This design comes from an exercise in tuning for small area, a short achievable clock period and few clock cycles per item on the open sky130 flow, not from production work.
RTL that was checked went through simulation tests only; none was proved equivalent to the original.

Design ysyx_divunit, start of the top module:
module ysyx_divunit (
    input             clk,
    input             rstn,
    input             div_valid,
    input             div_word,
    input             div_sign,
    input             alu_sec,
    input      [63:0] dividend,
    input      [63:0] divisor,
    output            res_rdy,
    output     [63:0] div_res
);
localparam S_IDLE = 2'd0, S_SHIFT = 2'd1, S_ITER = 2'd2, S_DONE = 2'd3;
reg  [1:0]  state;
reg  [63:0] rem;      
reg  [64:0] dsr;      
reg  [63:0] quo;      
reg  [6:0]  la, lb;   
reg  [4:0]  cnt;
reg         nb_r, neg_r, sec_r, w_r, bz_r;
wire [63:0] a64 = div_word ? {{32{div_sign & dividend[31]}}, dividend[31:0]} : dividend;
wire [63:0] b64 = div_word ? {{32{div_sign & divisor[31]}},  divisor[31:0]}  : divisor;
wire        na  = div_sign & a64[63];
wire        nb  = div_sign & b64[63];
wire [63:0] xa  = a64 ^ {64{na}};    
wire [63:0] xb  = b64 ^ {64{nb}};    
function [6:0] bitlen64(input [63:0] x);
    reg [31:0] v1; reg [1*32-1:0] p1;
    reg [15:0] v2; reg [2*16-1:0] p2;
  ...
export LEC_CHECK = 0
export CAP_MARGIN = 20
export CORE_MARGIN = 2
export CORE_UTILIZATION = 35
export GPL_ROUTABILITY_DRIVEN = 1
export PLACE_DENSITY = 0.45
export SLEW_MARGIN = 20
create_clock -name core_clock -period 10.0 [get_ports {clk}]
run.sh (not shown) runs the stock make flow with config.mk's settings and CLKGATE_MAP_FILE= SYNTH_SCRIPT=/design/flow/synth_recipe.tcl, a recipe that flattens the netlist after the stock synthesis.
Then changed:
- CORE_UTILIZATION: 35 -> 50
- GPL_ROUTABILITY_DRIVEN: 1 -> unset
- PLACE_DENSITY: 0.45 -> 0.6
- SETUP_SLACK_MARGIN: unset -> 5
=> Synthesized cell count is unchanged; die area went down by a quarter to a third; utilization rises by 27 points; non-clock buffer count came out higher by 304.
No functional check of the RTL was part of any run of this note.

== the baseline ==
Another version of the RTL of ysyx_divunit (not shown whole).
For scale: about 2,500 cells after synthesis, ~210 flip-flops, ~200 I/O pins, roughly 22,000 um2 of cells after synthesis.
make LEC_CHECK=0 CAP_MARGIN=20 CORE_MARGIN=2 CORE_UTILIZATION=50 PLACE_DENSITY=0.6 SETUP_SLACK_MARGIN=5 SLEW_MARGIN=20 finish   # period 10.0 ns
The baseline completed; timing, DRC and antenna clean
Input changes introduced in the candidate (baseline for comparison: the baseline):
- removing SETUP_SLACK_MARGIN (formerly 5)
==> flow/flow/run.sh (new file) <==
#!/bin/bash
# Standard ORFS layout, with timing repair aimed below the clock period.
set -euo pipefail
bash standard.sh SETUP_SLACK_MARGIN=6.7 finish > standard.log 2>&1
==> flow/standard.sh (new file) <==
#!/bin/bash
# synth_recipe.tcl (not shown) runs the flow's synth.tcl, then flattens the netlist and writes it again
# the make line also repeats each setting of config.mk as NAME=value (left out here)
make -C /OpenROAD-flow-scripts/flow DESIGN_CONFIG=/design/flow/config.mk WORK_HOME=/design/flow/orfs CLKGATE_MAP_FILE= SYNTH_SCRIPT=/design/flow/synth_recipe.tcl "${@:-finish}"
removed: flow/run.sh
## What came out
- The candidate: largest fanout on the critical path is 1 higher than what the baseline reported.
- Against the baseline, via count of the first global-routing pass in the candidate rose by a few percent.
- When the candidate is measured against the baseline, its worst-case clock skew turns out 0.0064 ns higher.
- Against the baseline as the reference, the candidate delivers a higher global-route usage.
- Routed wire length was lower in the run labelled the baseline.
- Compared with the baseline, in the candidate number of instances in the synthesized netlist was more or less identical, met3 wirelength from detailed routing went up by about 0.9%.
- Going from the baseline to the candidate, routed via count divided by cell count shrank slightly.
- Comparing the baseline and the candidate, final period demand of the worst path is higher on the baseline.
- Against the baseline, the candidate comes in 7.2% higher on total area of multi-input combinational cells.
- Across both runs, final instance area was higher for the candidate than for the baseline.
No functional check of the RTL was part of any run of this note.

== run A ==
Another version of the RTL of ysyx_divunit (not shown whole).
For scale: about 230 flip-flops, about 200 I/O pins, ~21,000 um^2 of cells after synthesis.
==> flow/config.mk <==
export PLATFORM = sky130hd
export DESIGN_NAME = ysyx_divunit
export DESIGN_NICKNAME = ysyx_divunit
export VERILOG_FILES = /design/flow/design.v
export SDC_FILE = /design/flow/constraint.sdc
export NUM_CORES = 8
export LEC_CHECK = 0
export CAP_MARGIN = 20
export CORE_MARGIN = 2
export CORE_UTILIZATION = 50
export PLACE_DENSITY = 0.6
export SETUP_SLACK_MARGIN = 5
export SLEW_MARGIN = 20
==> flow/constraint.sdc <==
create_clock -name core_clock -period 10.0 [get_ports {clk}]
set_input_delay 2.0000 -clock core_clock [delete_from_list [all_inputs] [get_ports {clk}]]
set_output_delay 2.0000 -clock core_clock [all_outputs]
set_load 0.01 [all_outputs]
standard.sh (not shown) runs the stock make flow with config.mk's settings and CLKGATE_MAP_FILE= SYNTH_SCRIPT=/design/flow/synth_recipe.tcl, a recipe that flattens the netlist after the stock synthesis.
==> flow/flow/run.sh <==
#!/bin/bash
# The standard ORFS layout, with two changes: the port buffers are buf_1
# cells instead of the resizer's default pick (a delay buffer), and clock tree
# synthesis adds no dummy loads. Full make output goes to standard.log.
set -euo pipefail
bash standard.sh "BUFFER_PORTS_ARGS=-buffer_cell sky130_fd_sc_hd__buf_1" \
  "CTS_ARGS=-sink_clustering_enable -repair_clock_nets -dont_use_dummy_load" \
  SETUP_SLACK_MARGIN=6.5 finish > standard.log 2>&1
Run A closes out successfully: all stages finished, all timing, DRC and antenna checks passed.
Testbench counts of run A, summed over its fixed seeds: cycles 37,018, divs 3,200.
diff inputs: run A => run B
--- a/flow/flow/run.sh
+++ b/flow/flow/run.sh
@@ -6,3 +6,3 @@
 bash standard.sh "BUFFER_PORTS_ARGS=-buffer_cell sky130_fd_sc_hd__buf_1" \
   "CTS_ARGS=-sink_clustering_enable -repair_clock_nets -dont_use_dummy_load" \
-  SETUP_SLACK_MARGIN=6.5 finish > standard.log 2>&1
+  SETUP_SLACK_MARGIN=6.0 finish > standard.log 2>&1
Results
Minimum period implied by the final worst setup slack delta (run B − run A): unfavourable
Run B against run A: area after synthesis stayed essentially flat, met3 track utilization from global routing stayed essentially flat.
Post-route worst setup slack: run B and run A compared, lower one is run B
Inputs modified between run B and run C:
==> flow/flow/run.sh <==
#!/bin/bash
set -euo pipefail
bash standard.sh "BUFFER_PORTS_ARGS=-buffer_cell sky130_fd_sc_hd__buf_1" \
  "CTS_ARGS=-sink_clustering_enable -repair_clock_nets -dont_use_dummy_load" \
  SETUP_SLACK_MARGIN=5.75 finish > standard.log 2>&1
==> notes.md <==
Across run C and run B, the outcome is the same: a clean finish for every run. Higher worst slew slack as a fraction of its limit among run C and run B: run B. Run C vs run B on global routing usage summed across all routing layers: run C is the lower one. ~same synthesized instance count in run C and run B. Higher worst setup slack among run C and run B: run B. Sort run C and run B by cell area desc -> top: run B.
Edits applied to the flow inputs when going from run C to run D:
==> flow/flow/run.sh <==
#!/bin/bash
set -euo pipefail
bash standard.sh "BUFFER_PORTS_ARGS=-buffer_cell sky130_fd_sc_hd__buf_1" \
  "CTS_ARGS=-sink_clustering_enable -repair_clock_nets -dont_use_dummy_load" \
  SETUP_SLACK_MARGIN=6.0 finish > standard.log 2>&1
[summary]
Core utilization of the finished layout: run D vs run C up 1.7 points
Run D vs run C, worst setup slack after placement went down by 0.29 ns.
The initial DRC count in run D was higher than what run C gave.
Run D did not stop at any stage, and its layout met the timing, design-rule and antenna checks.
Between run C and run D, the flow reports wire length of the first global-routing pass increasing by a few percent.
### run D -> run E
- changing PLACE_DENSITY from 0.6 to 0.7
- changing CORE_UTILIZATION from 50 to 60
[summary]
- Changes observed in run E relative to run D: cell area lower, inserted tap cell count lower, global-route usage higher.
- Compared with run D, in run E placed instance count down about 2.8%; width of the die down about 9%; relative area of clock buffers and inverters in the final design down 0.17 points.
- The highest achievable clock rate number comes out higher for run D vs run E.
- In run E, final cycle utilization of the critical path is higher than in run D.

The RTL this note starts from:
==> flow/design.v <==
module ysyx_divunit (
    input             clk,
    input             rstn,
    input             div_valid,
    input             div_word,
    input             div_sign,
    input             alu_sec,
    input      [63:0] dividend,
    input      [63:0] divisor,
    output            res_rdy,
    output     [63:0] div_res
);
localparam S_IDLE = 3'd0, S_SHIFT = 3'd1, S_ITER = 3'd2, S_NEG = 3'd3, S_DONE = 3'd4;
reg  [2:0]  state;
reg  [63:0] rem;      
reg  [63:0] dn;       
reg  [63:0] quo;      
reg  [5:0]  cnt;      
reg  [5:0]  pa_r, pb_r;   
reg         va_r, na_r;
reg         vb_r, nb_r, sec_r, w_r, cin_r, negq_r, negr_r, done_r;
reg         at_r, bt_r;   
reg  [2:0]  f1, f0;
wire [63:0] a64 = div_word ? {{32{div_sign & dividend[31]}}, dividend[31:0]} : dividend;
wire [63:0] b64 = div_word ? {{32{div_sign & divisor[31]}},  divisor[31:0]}  : divisor;
wire        na  = div_sign & a64[63];
wire        nb  = div_sign & b64[63];
wire [63:0] xa  = a64 ^ {64{na}};    
wire [63:0] xb  = b64 ^ {64{nb}};    
function [14:0] msb64(input [63:0] x);    
    reg [31:0] v1; reg [1*32-1:0] p1;
    reg [15:0] v2; reg [2*16-1:0] p2;
    reg [7:0]  v3; reg [3*8-1:0]  p3;
    reg [3:0]  v4; reg [4*4-1:0]  p4;
    reg [1:0]  v5; reg [5*2-1:0]  p5;
    integer i;
    begin
        for (i = 0; i < 32; i = i + 1) begin
            v1[i] = x[2*i+1] | x[2*i];
            p1[i] = x[2*i+1];
        end
        for (i = 0; i < 16; i = i + 1) begin
            v2[i] = v1[2*i+1] | v1[2*i];
            p2[2*i +: 2] = v1[2*i+1] ? {1'b1, p1[(2*i+1)*1 +: 1]} : {1'b0, p1[(2*i)*1 +: 1]};
        end
        for (i = 0; i < 8; i = i + 1) begin
            v3[i] = v2[2*i+1] | v2[2*i];
            p3[3*i +: 3] = v2[2*i+1] ? {1'b1, p2[(2*i+1)*2 +: 2]} : {1'b0, p2[(2*i)*2 +: 2]};
        end
        for (i = 0; i < 4; i = i + 1) begin
            v4[i] = v3[2*i+1] | v3[2*i];
            p4[4*i +: 4] = v3[2*i+1] ? {1'b1, p3[(2*i+1)*3 +: 3]} : {1'b0, p3[(2*i)*3 +: 3]};
        end
        for (i = 0; i < 2; i = i + 1) begin
            v5[i] = v4[2*i+1] | v4[2*i];
            p5[5*i +: 5] = v4[2*i+1] ? {1'b1, p4[(2*i+1)*4 +: 4]} : {1'b0, p4[(2*i)*4 +: 4]};
        end
        msb64 = {v3, v5[1] | v5[0], v5[1] ? {1'b1, p5[9:5]} : {1'b0, p5[4:0]}};
    end
endfunction
wire [14:0] ma = msb64(xa);
wire [14:0] mb = msb64(xb);
wire [7:0] ab = ma[14:7], bb = mb[14:7];
wire [7:0] ahi;    
genvar gj;
generate
    for (gj = 0; gj < 8; gj = gj + 1) begin : g_ahi
        assign ahi[gj] = |ab[7:gj];
    end
endgenerate
wire       k0e = na ? |(bb[7:1] & ~ahi[6:0]) : |(bb & ~ahi);
wire       bz   = (pb_r == 6'd0) & ~vb_r & ~nb_r;              
wire [6:0] dab  = {1'b0, pa_r} - {1'b0, pb_r};                
wire       k0   = bz | (va_r ? (dab[6] & (~na_r | ~(&dab))) : (~na_r | (pb_r != 6'd0)));
wire [5:0] sdif = va_r ? dab[5:0] + {5'd0, na_r} : 6'd0;
wire        fl = ~nb_r;
wire [5:0]  sh = sdif;
wire [63:0] y0 = quo;
wire [63:0] y1 = sh[0] ? {y0[62:0], {1{fl}}}  : y0;
wire [63:0] y2 = sh[1] ? {y1[61:0], {2{fl}}}  : y1;
wire [63:0] y3 = sh[2] ? {y2[59:0], {4{fl}}}  : y2;
wire [63:0] y4 = sh[3] ? {y3[55:0], {8{fl}}}  : y3;
wire [63:0] y5 = sh[4] ? {y4[47:0], {16{fl}}} : y4;
wire [63:0] y6 = sh[5] ? {y5[31:0], {32{fl}}} : y5;
wire        q;
wire [64:0] sum;
wire        bt = bt_r & ~((state == S_SHIFT) & k0);
add_pfx #(.N(65)) u_add (.a({at_r, rem}), .b({bt, dn}), .ci(cin_r), .s(sum), .co(q));
wire [63:0] t = sum[63:0];
wire        qb = q | (sum[64] & ~at_r);
wire last   = (cnt == 6'd0);
wire s_idle = (state == S_IDLE), s_iter = (state == S_ITER);
wire mvq    = s_iter & last & ~sec_r;                 
wire [63:0] alt = s_idle ? xa : (mvq ? {quo[62:0], qb} : rem);
reg  [2:0] nxt;
always @* begin
    nxt = state;
    case (state)
        S_IDLE:  if (div_valid) nxt = k0e ? S_DONE : S_SHIFT;
        S_SHIFT: nxt = k0 ? S_DONE : S_ITER;
        S_ITER:  if (last) nxt = (negq_r | negr_r) ? S_NEG : S_DONE;
        S_NEG:   nxt = S_DONE;
        default: nxt = S_IDLE;
    endcase
end
wire [5:0] cnt_nxt  = (state == S_SHIFT) ? sdif : cnt - 6'd1;
wire       mvq_nxt  = (nxt == S_ITER) & (cnt_nxt == 6'd0) & ~sec_r;
always @(posedge clk or negedge rstn) begin
    if (!rstn) begin
        state  <= S_IDLE;
        done_r <= 1'b0;
        at_r   <= 1'b0;
        bt_r   <= 1'b0;
    end else begin
        state  <= nxt;
        done_r <= (nxt == S_DONE);
        at_r   <= (nxt == S_SHIFT) | (nxt == S_NEG) | ((nxt == S_ITER) & ~mvq_nxt);
        bt_r   <= (nxt == S_SHIFT) | (nxt == S_NEG);
    end
end
always @(posedge clk) begin
    nb_r   <= nb;
    sec_r  <= alu_sec;
    w_r    <= div_word;
    negq_r <= ~alu_sec & (na ^ nb);
    negr_r <= alu_sec & na;
    na_r   <= na;
    va_r   <= ma[6];
    vb_r   <= mb[6];
    pa_r   <= ma[5:0];
    pb_r   <= mb[5:0];
    dn  <= s_idle ? 64'd0 :
           (state == S_SHIFT) ? (k0 ? {64{1'b1}} : y6) :
           (s_iter & ~last) ? {1'b1, dn[63:1]} : {64{1'b1}};
    quo <= s_idle ? ~xb : (state == S_SHIFT) ? 64'd0 : {quo[62:0], qb};
end
always @(posedge clk) begin
    rem <= q ? t : alt;
    cnt <= cnt_nxt;
    case (state)
        S_IDLE: begin
            cin_r  <= na;
            f1     <= alu_sec ? {~na & ~div_word, ~na, ~na} : 3'b000;
            f0     <= alu_sec ? {na & ~div_word, na, na} : 3'b000;
        end
        S_SHIFT: begin
            cin_r <= ~nb_r;
            if (!k0) begin
                f1 <= 3'b111;
                f0 <= 3'b000;
            end else if (sec_r) begin      
                f1 <= {~na_r & ~w_r, ~na_r, ~na_r};
                f0 <= {na_r & ~w_r, na_r, na_r};
            end else begin                 
                f1 <= {bz & ~na_r & ~w_r, bz & ~na_r, bz};
                f0 <= {bz & ~na_r & ~w_r, bz & ~na_r, bz};
            end
        end
        S_ITER: begin
            if (last) cin_r <= 1'b0;
        end
        S_NEG: begin
            f1 <= 3'b000;
            f0 <= {~w_r, 2'b11};
        end
        default: ;
    endcase
end
genvar gi;
generate
    for (gi = 0; gi < 64; gi = gi + 1) begin : g_out
        localparam integer G = (gi == 0) ? 0 : (gi < 32) ? 1 : 2;
        assign div_res[gi] = rem[gi] ? f1[G] : f0[G];
    end
endgenerate
assign res_rdy = done_r;
endmodule
module add_pfx #(parameter N = 64) (
    input  [N-1:0] a,
    input  [N-1:0] b,
    input          ci,
    output [N-1:0] s,
    output         co
);
localparam M = N + 1;    
reg [M-1:0] g, p;
integer d, i;
always @* begin
    g = {a & b, ci};
    p = {a ^ b, 1'b0};
    for (d = 1; d < M; d = d * 2)
        for (i = M-1; i >= 0; i = i - 1)
            if ((i / d) % 2 == 1) begin
                g[i] = g[i] | (p[i] & g[(i/d)*d - 1]);
                p[i] = p[i] & p[(i/d)*d - 1];
            end
end
assign s  = (a ^ b) ^ g[M-2:0];
assign co = g[M-1];
endmodule
==> flow/config.mk <==
export PLATFORM = sky130hd
export DESIGN_NAME = ysyx_divunit
export DESIGN_NICKNAME = ysyx_divunit
export VERILOG_FILES = /design/flow/design.v
export SDC_FILE = /design/flow/constraint.sdc
export NUM_CORES = 8
export LEC_CHECK = 0
export CAP_MARGIN = 20
export CORE_MARGIN = 2
export CORE_UTILIZATION = 70
export PLACE_DENSITY = 0.8
export SETUP_SLACK_MARGIN = 5
export SLEW_MARGIN = 20
==> flow/constraint.sdc <==
create_clock -name core_clock -period 10.0 [get_ports {clk}]
set_input_delay 2.0000 -clock core_clock [delete_from_list [all_inputs] [get_ports {clk}]]
set_output_delay 2.0000 -clock core_clock [all_outputs]
set_load 0.01 [all_outputs]
==> flow/flow/run.sh <==
#!/bin/bash
set -euo pipefail
bash standard.sh "BUFFER_PORTS_ARGS=-buffer_cell sky130_fd_sc_hd__buf_1" \
  "CTS_ARGS=-sink_clustering_enable -repair_clock_nets -dont_use_dummy_load" \
  SETUP_SLACK_MARGIN=6.0 finish > standard.log 2>&1
Testbench counts at the start, summed over its fixed seeds: cycles 36,922, divs 3,200.
Change:
--- a/flow/config.mk
+++ b/flow/config.mk
@@ -8,6 +8,7 @@
 export CAP_MARGIN = 20
 export CORE_MARGIN = 2
-export CORE_UTILIZATION = 70
-export PLACE_DENSITY = 0.8
+export CORE_UTILIZATION = 60
+export GPL_ROUTABILITY_DRIVEN = 0
+export PLACE_DENSITY = 0.7
 export SETUP_SLACK_MARGIN = 5
 export SLEW_MARGIN = 20
Sequential cell count is unchanged.
Critical path depth falls by 2.
Non-clock buffer count rises by 15.
Hold slack is better by 3.9 ps.
Area after synthesis does not change.
Via count falls by 6.0%.
Change:
==> flow/flow/run.sh (replaced) <==
#!/bin/bash
set -euo pipefail
bash standard.sh "BUFFER_PORTS_ARGS=-buffer_cell sky130_fd_sc_hd__buf_1" \
  "CTS_ARGS=-sink_clustering_enable -repair_clock_nets -dont_use_dummy_load" \
  SETUP_SLACK_MARGIN=6.0 TNS_END_PERCENT=10 finish > standard.log 2>&1
--- a/flow/config.mk
+++ b/flow/config.mk
@@ -9,5 +9,4 @@
 export CORE_MARGIN = 2
 export CORE_UTILIZATION = 60
-export GPL_ROUTABILITY_DRIVEN = 0
 export PLACE_DENSITY = 0.7
 export SETUP_SLACK_MARGIN = 5
The new run finished with max-capacitance violations, max-slew violations left.
Cell area drops by a few percent.
Core utilization is lower by 1.8 points.
Hold slack gets worse by 13 ps.
Synthesized cell count is unchanged.
Fmax goes down slightly.
Die area stays the same.
Change:
==> flow/flow/run.sh (replaced) <==
#!/bin/bash
set -euo pipefail
bash standard.sh "BUFFER_PORTS_ARGS=-buffer_cell sky130_fd_sc_hd__buf_1" \
  "CTS_ARGS=-sink_clustering_enable -repair_clock_nets -dont_use_dummy_load" \
  SETUP_SLACK_MARGIN=6.0 RECOVER_POWER=20 finish > standard.log 2>&1
The changed run completed, yet does not pass: max-capacitance violations, max-slew violations.
Fmax shrinks by about 40%.
Critical path depth grows by 2.
Setup slack degrades by 2500 ps.
Global-route usage grows by 1.8 points.

## static timing again, ports no longer ideal
In the flow no input, the clock included, has a driving cell. The finished layouts below were timed again as built, in two steps.
Step 1 (the two cells are an assumption about what drives the block):
set clk [get_ports {clk}]
set_driving_cell -lib_cell sky130_fd_sc_hd__clkbuf_16 $clk
set_driving_cell -lib_cell sky130_fd_sc_hd__buf_2 [delete_from_list [all_inputs] $clk]
Step 2 adds t to the input delays and takes it off the output delays; t is the mean of the earliest and latest rising clock arrival at the registers after step 1. Input paths then give back, and output paths get back, about the clock's delay inside the block.
Slacks: ideal / step 1 / step 2; pairs: ideal / step 1.
run	shift t [ns]	setup slack, ns	worst hold slack (ns)	clock arrival spread, ns	worst register clock-pin slew, ns
the first run of note 1	0.633	1.370 / 1.370 / 1.370	0.546 / 0.546 / 0.546	0.025 / 0.025	0.06 / 0.06
the second run of note 1	0.673	3.572 / 3.548 / 3.426	0.552 / 0.552 / 0.552	0.022 / 0.022	0.06 / 0.06
the baseline	0.608	4.891 / 4.891 / 4.618	0.580 / 0.580 / 0.580	0.020 / 0.020	0.07 / 0.07
the candidate	0.621	5.208 / 5.208 / 5.160	0.575 / 0.575 / 0.575	0.027 / 0.026	0.07 / 0.07
run A	0.623	5.943 / 5.968 / 5.345	0.505 / 0.505 / 0.505	0.033 / 0.033	0.06 / 0.06
run B	0.615	5.905 / 5.923 / 5.308	0.498 / 0.498 / 0.498	0.044 / 0.044	0.06 / 0.06
run C	0.609	5.800 / 5.830 / 5.225	0.508 / 0.508 / 0.508	0.056 / 0.056	0.06 / 0.06
run D	0.615	5.905 / 5.923 / 5.308	0.498 / 0.498 / 0.498	0.044 / 0.044	0.06 / 0.06
run E	0.597	5.887 / 5.910 / 5.312	0.505 / 0.505 / 0.505	0.034 / 0.035	0.07 / 0.07
the first run of note 4	0.588	5.385 / 5.385 / 5.385	0.502 / 0.502 / 0.502	0.027 / 0.026	0.07 / 0.07
the second run of note 4	0.597	5.912 / 5.931 / 5.335	0.506 / 0.506 / 0.506	0.040 / 0.041	0.06 / 0.06
the third run of note 4	0.593	5.863 / 5.851 / 5.301	0.493 / 0.493 / 0.493	0.051 / 0.051	0.06 / 0.06
the fourth run of note 4	0.597	3.342 / 3.342 / 2.800	0.489 / 0.489 / 0.489	0.019 / 0.019	0.06 / 0.06
For run A, which loses most, drivers alone change the setup slack by +0.025 ns; drivers and shift together by -0.598 ns.
